This is an optimization exercise on Yosys and OpenROAD, whose aim is small area, not a production implementation. Where RTL was checked, it was by simulation tests only, not by an equivalence proof against the original. Power is estimated from default activity; no workload was simulated.

==> module chess_top, before the edit <==
module chess_top( MemOE, MemWR, RamCS, FlashCS, QuadSpiFlashCS,
		ClkPort,
		BtnL, BtnU, BtnD, BtnR, BtnC,
		Sw0,
		vga_hsync, vga_vsync,
		vga_r0, vga_r1, vga_r2,
		vga_g0, vga_g1, vga_g2,
		vga_b0, vga_b1,
		Ld0, Ld1, Ld2, Ld3, Ld4
	);
input		Sw0;
input		BtnL, BtnU, BtnD, BtnR, BtnC;
input		ClkPort;
output wire	MemOE, MemWR, RamCS, FlashCS, QuadSpiFlashCS;
assign MemOE = 1'b0;
assign MemWR = 1'b0;
assign RamCS = 1'b0;
assign FlashCS = 1'b0;
assign QuadSpiFlashCS = 1'b0;
output wire vga_hsync, vga_vsync;
output wire vga_r0, vga_r1, vga_r2;
output wire vga_g0, vga_g1, vga_g2;
output wire vga_b0, vga_b1;
output wire Ld0, Ld1, Ld2, Ld3, Ld4;
wire Reset = Sw0;
wire[2:0] vga_r;
wire[2:0] vga_g;
wire[1:0] vga_b;
assign vga_r0 = vga_r[2]; assign vga_r1 = vga_r[1]; assign vga_r2 = vga_r[0];
assign vga_g0 = vga_g[2]; assign vga_g1 = vga_g[1]; assign vga_g2 = vga_b[0];
assign vga_b0 = vga_b[1]; assign vga_b1 = vga_b[0];
wire BtnC_pulse, BtnU_pulse, BtnR_pulse, BtnL_pulse, BtnD_pulse;
input_debounce L_debounce(.CLK(ClkPort), .RESET(Reset), .Btn(BtnL), .Btn_pulse(BtnL_pulse));
input_debounce R_debounce(.CLK(ClkPort), .RESET(Reset), .Btn(BtnR), .Btn_pulse(BtnR_pulse));
input_debounce U_debounce(.CLK(ClkPort), .RESET(Reset), .Btn(BtnU), .Btn_pulse(BtnU_pulse));
input_debounce D_debounce(.CLK(ClkPort), .RESET(Reset), .Btn(BtnD), .Btn_pulse(BtnD_pulse));
input_debounce C_debounce(.CLK(ClkPort), .RESET(Reset), .Btn(BtnC), .Btn_pulse(BtnC_pulse));
function [3:0] init_piece;
	input [5:0] sq;
	reg [2:0] back;
	begin
		case (sq[2:0])
			3'd0, 3'd7: back = 3'd4;
			3'd1, 3'd6: back = 3'd2;
			3'd2, 3'd5: back = 3'd3;
			3'd3:       back = 3'd5;
			default:    back = 3'd6;
		endcase
		case (sq[5:3])
			3'd0: init_piece = {1'b1, back};
			3'd1: init_piece = 4'b1001;
			3'd6: init_piece = 4'b0001;
			3'd7: init_piece = {1'b0, back};
			default: init_piece = 4'b0000;
		endcase
	end
endfunction
wire [5:0] cursor_addr, selected_addr, dest_addr;
wire [3:0] sel_piece;
wire sel_empty;
wire [2:0] logic_state;
wire [3:0] cursor_contents;
reg ahead_empty;
wire player_is_black;
game_logic logic_module(
	.CLK(ClkPort), .RESET(Reset),
	.BtnL(BtnL_pulse), .BtnU(BtnU_pulse), .BtnR(BtnR_pulse), .BtnD(BtnD_pulse), .BtnC(BtnC_pulse),
	.cursor_contents(cursor_contents), .cursor_stale(pend_dest && cursor_addr[3] == dest_addr[3] && cursor_addr[0] == dest_addr[0]),
	.ahead_empty(ahead_empty && !(pend_dest && dest_addr == ahead_sq)),
	.cursor_addr(cursor_addr), .selected_addr(selected_addr),
	.sel_piece(sel_piece), .sel_empty(sel_empty), .dest_addr(dest_addr),
	.state(logic_state), .player_to_move(player_is_black), .move_is_legal(Ld4));
assign { Ld3, Ld2, Ld1, Ld0 } = { 1'b0, logic_state };
wire st_initial = (logic_state == 3'd0);
wire st_write   = (logic_state == 3'd3);
wire st_erase   = (logic_state == 3'd4);
reg [255:0] ring;            
reg [5:0] phase;             
reg init_pending;
reg pend_dest;               
wire [3:0] slot0  = ring[3:0];
wire [3:0] slot32 = ring[131:128];
wire absorb_dest = pend_dest && (phase == dest_addr);
wire absorb_src  = sel_empty && (phase == selected_addr);
wire phase_last = (phase[4:0] == 5'd16);
reg [3:0] head_in;           
always @(*) begin
	if (init_pending) head_in = init_piece(phase);
	else if (absorb_dest) head_in = sel_piece;
	else if (absorb_src) head_in = 4'b0000;
	else head_in = slot0;
end
always @(posedge ClkPort) begin
	ring <= {head_in, ring[255:4]};
	phase <= st_initial ? 6'd0 : {phase[5] ^ phase_last,
	                              phase[3:0], phase[4] ^ phase[2] ^ (phase[3:0] == 4'd0)};
	init_pending <= st_initial | (init_pending & ~(phase_last & phase[5]));
	pend_dest <= st_write | (pend_dest & ~absorb_dest);
end
function [1:0] mod3;
	input [2:0] v;
	case (v)
		3'd0, 3'd3, 3'd6: mod3 = 2'd0;
		3'd1, 3'd4, 3'd7: mod3 = 2'd1;
		default:          mod3 = 2'd2;
	endcase
endfunction
reg [3:0] box [0:8];
wire [3:0] head_dr = {1'b0, phase[5:3]} - {1'b0, cursor_addr[5:3]};
wire [3:0] head_dc = {1'b0, phase[2:0]} - {1'b0, cursor_addr[2:0]};
wire head_near = (head_dr == 4'd0 || head_dr == 4'd1 || head_dr == 4'd15)
              && (head_dc == 4'd0 || head_dc == 4'd1 || head_dc == 4'd15);
always @(posedge ClkPort)
	if (head_near) box[mod3(phase[5:3]) * 3 + mod3(phase[2:0])] <= head_in;
assign cursor_contents = box[mod3(cursor_addr[5:3]) * 3 + mod3(cursor_addr[2:0])];
wire [5:0] ahead_sq = {(player_is_black ? 3'd2 : 3'd5), selected_addr[2:0]};
always @(posedge ClkPort)
	if (phase == ahead_sq) ahead_empty <= (head_in[2:0] == 3'b000);
wire [5:0] cur_sq, next_sq;
wire col_end;
reg [3:0] dcur, dnext;
wire next_any  = (next_sq[4:0] == phase[4:0]);      
wire next_head = next_any && (next_sq[5] == phase[5]);
wire cur_is_dest = (cur_sq == dest_addr);
wire cur_is_src  = (cur_sq == selected_addr);
always @(posedge ClkPort) begin
	if (next_any) dnext <= next_head ? head_in : slot32;
	if (col_end) dcur <= next_head ? head_in : dnext;
	else if (absorb_dest && cur_is_dest) dcur <= sel_piece;
	else if (absorb_src && cur_is_src) dcur <= 4'b0000;
end
reg [3:0] disp_piece;
always @(*) begin
	if (pend_dest && cur_sq == dest_addr) disp_piece = sel_piece;
	else if (sel_empty && cur_sq == selected_addr) disp_piece = 4'b0000;
	else disp_piece = dcur;
end
display_interface display_interface(
	.CLK(ClkPort), .RESET(Reset),
	.HSYNC(vga_hsync), .VSYNC(vga_vsync),
	.R(vga_r), .G(vga_g), .B(vga_b),
	.PIECE(disp_piece), .CUR_SQ(cur_sq), .NEXT_SQ(next_sq), .COL_END(col_end),
	.CURSOR_ADDR(cursor_addr), .SELECT_ADDR(selected_addr),
	.SELECT_EN(logic_state == 3'd2));
endmodule
clock: 10.0 ns
lec_check: 0
cap_margin: 20
core_margin: 2
core_utilization: 60
cts_buf_list: sky130_fd_sc_hd__clkbuf_16
cts_cluster_diameter: 100
cts_cluster_size: 28
place_density: 0.85
slew_margin: 20
standard.sh (not shown) runs the stock make flow with config.mk's settings and CLKGATE_MAP_FILE= SYNTH_SCRIPT=/design/flow/synth_recipe.tcl, a recipe that flattens the netlist after the stock synthesis.
==> flow/flow/run.sh <==
#!/bin/bash
# Standard layout, with the port buffers made from the smallest buffer cell.
bash standard.sh BUFFER_PORTS_ARGS="-buffer_cell sky130_fd_sc_hd__buf_1" finish > standard.log 2>&1
Edit:
--- a/flow/design.v
+++ b/flow/design.v
@@ -380,9 +380,9 @@
 game_logic logic_module(
 	.CLK(ClkPort), .RESET(Reset),
 	.BtnL(BtnL_pulse), .BtnU(BtnU_pulse), .BtnR(BtnR_pulse), .BtnD(BtnD_pulse), .BtnC(BtnC_pulse),
 	.cursor_contents(cursor_contents), .cursor_stale(pend_dest && cursor_addr[3] == dest_addr[3] && cursor_addr[0] == dest_addr[0]),
-	.ahead_empty(ahead_empty && !(pend_dest && dest_addr == ahead_sq)),
+	.ahead_empty(ahead_empty && !(pend_dest && ahead_is_dest)),
 	.cursor_addr(cursor_addr), .selected_addr(selected_addr),
 	.sel_piece(sel_piece), .sel_empty(sel_empty), .dest_addr(dest_addr),
 	.state(logic_state), .player_to_move(player_is_black), .move_is_legal(Ld4));
 assign { Ld3, Ld2, Ld1, Ld0 } = { 1'b0, logic_state };
@@ -420,16 +420,23 @@
 		default:          mod3 = 2'd2;
 	endcase
 endfunction
 reg [3:0] box [0:8];
-wire [3:0] head_dr = {1'b0, phase[5:3]} - {1'b0, cursor_addr[5:3]};
-wire [3:0] head_dc = {1'b0, phase[2:0]} - {1'b0, cursor_addr[2:0]};
-wire head_near = (head_dr == 4'd0 || head_dr == 4'd1 || head_dr == 4'd15)
-              && (head_dc == 4'd0 || head_dc == 4'd1 || head_dc == 4'd15);
+function near1;
+	input [2:0] a, b;
+	case ({a, b})
+		6'o00, 6'o01, 6'o10, 6'o11, 6'o12, 6'o21, 6'o22, 6'o23, 6'o32, 6'o33, 6'o34,
+		6'o43, 6'o44, 6'o45, 6'o54, 6'o55, 6'o56, 6'o65, 6'o66, 6'o67, 6'o76, 6'o77: near1 = 1'b1;
+		default: near1 = 1'b0;
+	endcase
+endfunction
+wire head_near = near1(phase[5:3], cursor_addr[5:3]) && near1(phase[2:0], cursor_addr[2:0]);
 always @(posedge ClkPort)
 	if (head_near) box[mod3(phase[5:3]) * 3 + mod3(phase[2:0])] <= head_in;
 assign cursor_contents = box[mod3(cursor_addr[5:3]) * 3 + mod3(cursor_addr[2:0])];
 wire [5:0] ahead_sq = {(player_is_black ? 3'd2 : 3'd5), selected_addr[2:0]};
+wire ahead_is_dest = (dest_addr[5] != player_is_black) && (dest_addr[3] != player_is_black)
+                  && (dest_addr[0] == selected_addr[0]);
 always @(posedge ClkPort)
 	if (phase == ahead_sq) ahead_empty <= (head_in[2:0] == 3'b000);
 wire [5:0] cur_sq, next_sq;
 wire col_end;
Outcome:
- The changed run finished with timing, DRC and antenna clean
- sequential power hardly moves
- die area is lower by 0.41%
- non-clock buffer count goes down by 2
- maximum frequency grows by 5.5%
- clock power climbs by about 0.8%
- worst hold slack gets better by 0.0054 ns

---

Setup of the baseline:
Another version of the RTL of chess_top (not shown whole).
Size: about 1,200 cells after synthesis, ~430 flip-flops, roughly 0.015 sq mm of cells after synthesis.
==> module input_debounce, before the edit <==
module input_debounce(CLK, RESET, Btn, Btn_pulse);
input CLK;
input RESET;
input Btn;
output Btn_pulse;
localparam [10:0] FIRST = 11'd117;      
reg s;
reg P;
reg busy;                     
reg [10:0] C;
assign Btn_pulse = P;
wire last = (C[9] == 1'b0) && (C[7:0] == 8'b0011_0000);
wire go   = (Btn ^ s) & ~P;            
wire done = go & busy & last;         
always @(posedge CLK, posedge RESET)
begin
	if (RESET) begin
		s <= 1'b0;
		P <= 1'b0;
		busy <= 1'b0;
	end
	else begin
		if (done) s <= ~s;
		P <= done & ~s;
		busy <= go & ~done;
	end
end
always @(posedge CLK)
	C <= busy ? {C[9:0], ~(C[10] ^ C[8])} : FIRST;
endmodule
clock: 10.0 ns
lec_check: 0
cap_margin: 20
core_margin: 2
core_utilization: 60
cts_buf_list: sky130_fd_sc_hd__clkbuf_16
cts_cluster_diameter: 90
cts_cluster_size: 26
place_density: 0.75
slew_margin: 20
Scripts as last shown in full above: flow/flow/run.sh
diff inputs: the baseline => the candidate
--- a/flow/design.v
+++ b/flow/design.v
@@ -6,27 +6,27 @@
 localparam [10:0] FIRST = 11'd117;      
 reg s;
 reg P;
-reg busy;                     
+reg idle;
 reg [10:0] C;
 assign Btn_pulse = P;
 wire last = (C[9] == 1'b0) && (C[7:0] == 8'b0011_0000);
 wire go   = (Btn ^ s) & ~P;            
-wire done = go & busy & last;         
+wire done = go & ~idle & last;         
 always @(posedge CLK, posedge RESET)
 begin
 	if (RESET) begin
 		s <= 1'b0;
 		P <= 1'b0;
-		busy <= 1'b0;
+		idle <= 1'b1;
 	end
 	else begin
 		if (done) s <= ~s;
 		P <= done & ~s;
-		busy <= go & ~done;
+		idle <= ~go | done;
 	end
 end
 always @(posedge CLK)
-	C <= busy ? {C[9:0], ~(C[10] ^ C[8])} : FIRST;
+	C <= idle ? FIRST : {C[9:0], ~(C[10] ^ C[8])};
 endmodule
 module hvsync_generator(clk, reset, vga_h_sync, vga_v_sync, xb, xu, xr5, yb, yu, yr5);
 input clk;
## What came out
Looking at total via count after detailed routing, the candidate sits above the baseline.
Across both runs, sequential cell area fraction in the yosys report was higher for the candidate than for the baseline.
Comparing the candidate with the baseline, the post-synthesis adder-cell area fraction came out essentially unchanged.
Data required time of the critical path: the baseline vs the candidate, no meaningful difference
Compared to the baseline, the candidate has pre-CTS setup slack 0.098 ns higher.
On share of final layout cell area taken by clock buffers and inverters, the baseline and the candidate are neck and neck.
Of the baseline and the candidate, the run reporting the lower final period demand of the worst path was the candidate.
| core utilization | the candidate vs the baseline | ≈ equal |
The candidate ended with less share of power burned in registers than the baseline.
Looking at setup slack across the baseline and the candidate, the one that comes out higher is the candidate.
Only the layout flow was run in the candidate; the RTL was not checked for function there.

---

chess_top, a different RTL version from the one above (not shown whole).
For scale: about 1300 cells after synthesis, ~400 flip-flops, about 27 I/O pins.
==> module input_debounce, before the edit <==
module input_debounce(CLK, RESET, Btn, Btn_pulse);
input CLK;
input RESET;
input Btn;
output Btn_pulse;
localparam [10:0] FIRST = 11'd117;      
reg s;
reg P;
reg idle;
reg [10:0] C;
assign Btn_pulse = P;
wire last = (C[9] == 1'b0) && (C[7:0] == 8'b0011_0000);
wire go   = (Btn ^ s) & ~P;            
wire done = go & ~idle & last;         
always @(posedge CLK, posedge RESET)
begin
	if (RESET) begin
		s <= 1'b0;
		P <= 1'b0;
		idle <= 1'b1;
	end
	else begin
		if (done) s <= ~s;
		P <= done & ~s;
		idle <= ~go | done;
	end
end
always @(posedge CLK)
	C <= idle ? FIRST : {C[9:0], ~(C[10] ^ C[8])};
endmodule
==> flow/config.mk <==
export PLATFORM = sky130hd
export DESIGN_NAME = chess_top
export DESIGN_NICKNAME = chess_top
export VERILOG_FILES = /design/flow/design.v
export SDC_FILE = /design/flow/constraint.sdc
export NUM_CORES = 8
export LEC_CHECK = 0
export CAP_MARGIN = 20
export CORE_MARGIN = 2
export CORE_UTILIZATION = 60
export CTS_BUF_LIST = sky130_fd_sc_hd__clkbuf_16
export CTS_CLUSTER_DIAMETER = 90
export CTS_CLUSTER_SIZE = 26
export PLACE_DENSITY = 0.75
export SLEW_MARGIN = 20
==> flow/constraint.sdc <==
create_clock -name core_clock -period 10.0 [get_ports {ClkPort}]
set_input_delay 2.0000 -clock core_clock [delete_from_list [all_inputs] [get_ports {ClkPort}]]
set_output_delay 2.0000 -clock core_clock [all_outputs]
set_load 0.01 [all_outputs]
run.sh (not shown) runs the stock make flow with config.mk's settings and CLKGATE_MAP_FILE= SYNTH_SCRIPT=/design/flow/synth_recipe.tcl, a recipe that flattens the netlist after the stock synthesis.
Stock flow here: none of the scripts above is used.
The baseline ran to the end with no violations.
==> next run, changes <==
--- a/flow/design.v
+++ b/flow/design.v
@@ -1,34 +1,32 @@
 module input_debounce(CLK, RESET, Btn, Btn_pulse);
 input CLK;
 input RESET;
 input Btn;
 output Btn_pulse;
-localparam [10:0] FIRST = 11'd117;      
+localparam [10:0] RST = 11'd58;
 reg s;
 reg P;
-reg idle;
 reg [10:0] C;
 assign Btn_pulse = P;
 wire last = (C[9] == 1'b0) && (C[7:0] == 8'b0011_0000);
 wire go   = (Btn ^ s) & ~P;            
-wire done = go & ~idle & last;         
+wire adv  = go & ~last;
+wire [10:0] Cs = {C[9:0], ~(C[10] ^ C[8])};
 always @(posedge CLK, posedge RESET)
 begin
 	if (RESET) begin
 		s <= 1'b0;
 		P <= 1'b0;
-		idle <= 1'b1;
+		C <= RST;
 	end
 	else begin
-		if (done) s <= ~s;
-		P <= done & ~s;
-		idle <= ~go | done;
+		C <= adv ? Cs : RST;
+		if (go & last) s <= ~s;
+		P <= go & last & ~s;
 	end
 end
-always @(posedge CLK)
-	C <= idle ? FIRST : {C[9:0], ~(C[10] ^ C[8])};
 endmodule
 module hvsync_generator(clk, reset, vga_h_sync, vga_v_sync, xb, xu, xr5, yb, yu, yr5);
 input clk;
 input reset;
 output vga_h_sync, vga_v_sync;
After rerunning:
- The new run finished clean
- core utilization decreases by 0.48 points
- final area grows by 2.2%
- wire length came out higher by 4.4%
- hold slack hardly moves
- count of clock-buffer cells in the layout stays the same

[re-timing with driven ports]
No port has a modelled driver above. Below, the same layouts with a new extraction and two added sets of constraints. Step 1 sets driving cells, clkbuf_16 on the clock port and buf_2 on the other inputs (assumed; they add their load-dependent delay and slew). Step 2 times the ports against the registers' clock, not the clock port: input delays grow and output delays shrink by t, the midpoint of the rising clock arrivals with the driver on. Slacks: no drivers / after step 1 / after step 2; pairs: no drivers / after step 1.
run | t, ns | slack for setup (ns) | slew at the worst register clock pin (ns)
the first run of note 1 | 0.568 | 2.566 / 2.520 / 3.088 | 0.12 / 0.12
the second run of note 1 | 0.575 | 2.956 / 2.909 / 3.484 | 0.12 / 0.12
the baseline | 0.572 | 2.835 / 2.790 / 3.362 | 0.11 / 0.11
the candidate | 0.574 | 2.937 / 2.890 / 3.464 | 0.11 / 0.11
the first run of note 3 | 0.571 | 2.384 / 2.334 / 2.905 | 0.11 / 0.11
the second run of note 3 | 0.568 | 2.056 / 2.006 / 2.574 | 0.11 / 0.11
After both steps setup and hold are still met in every run listed.
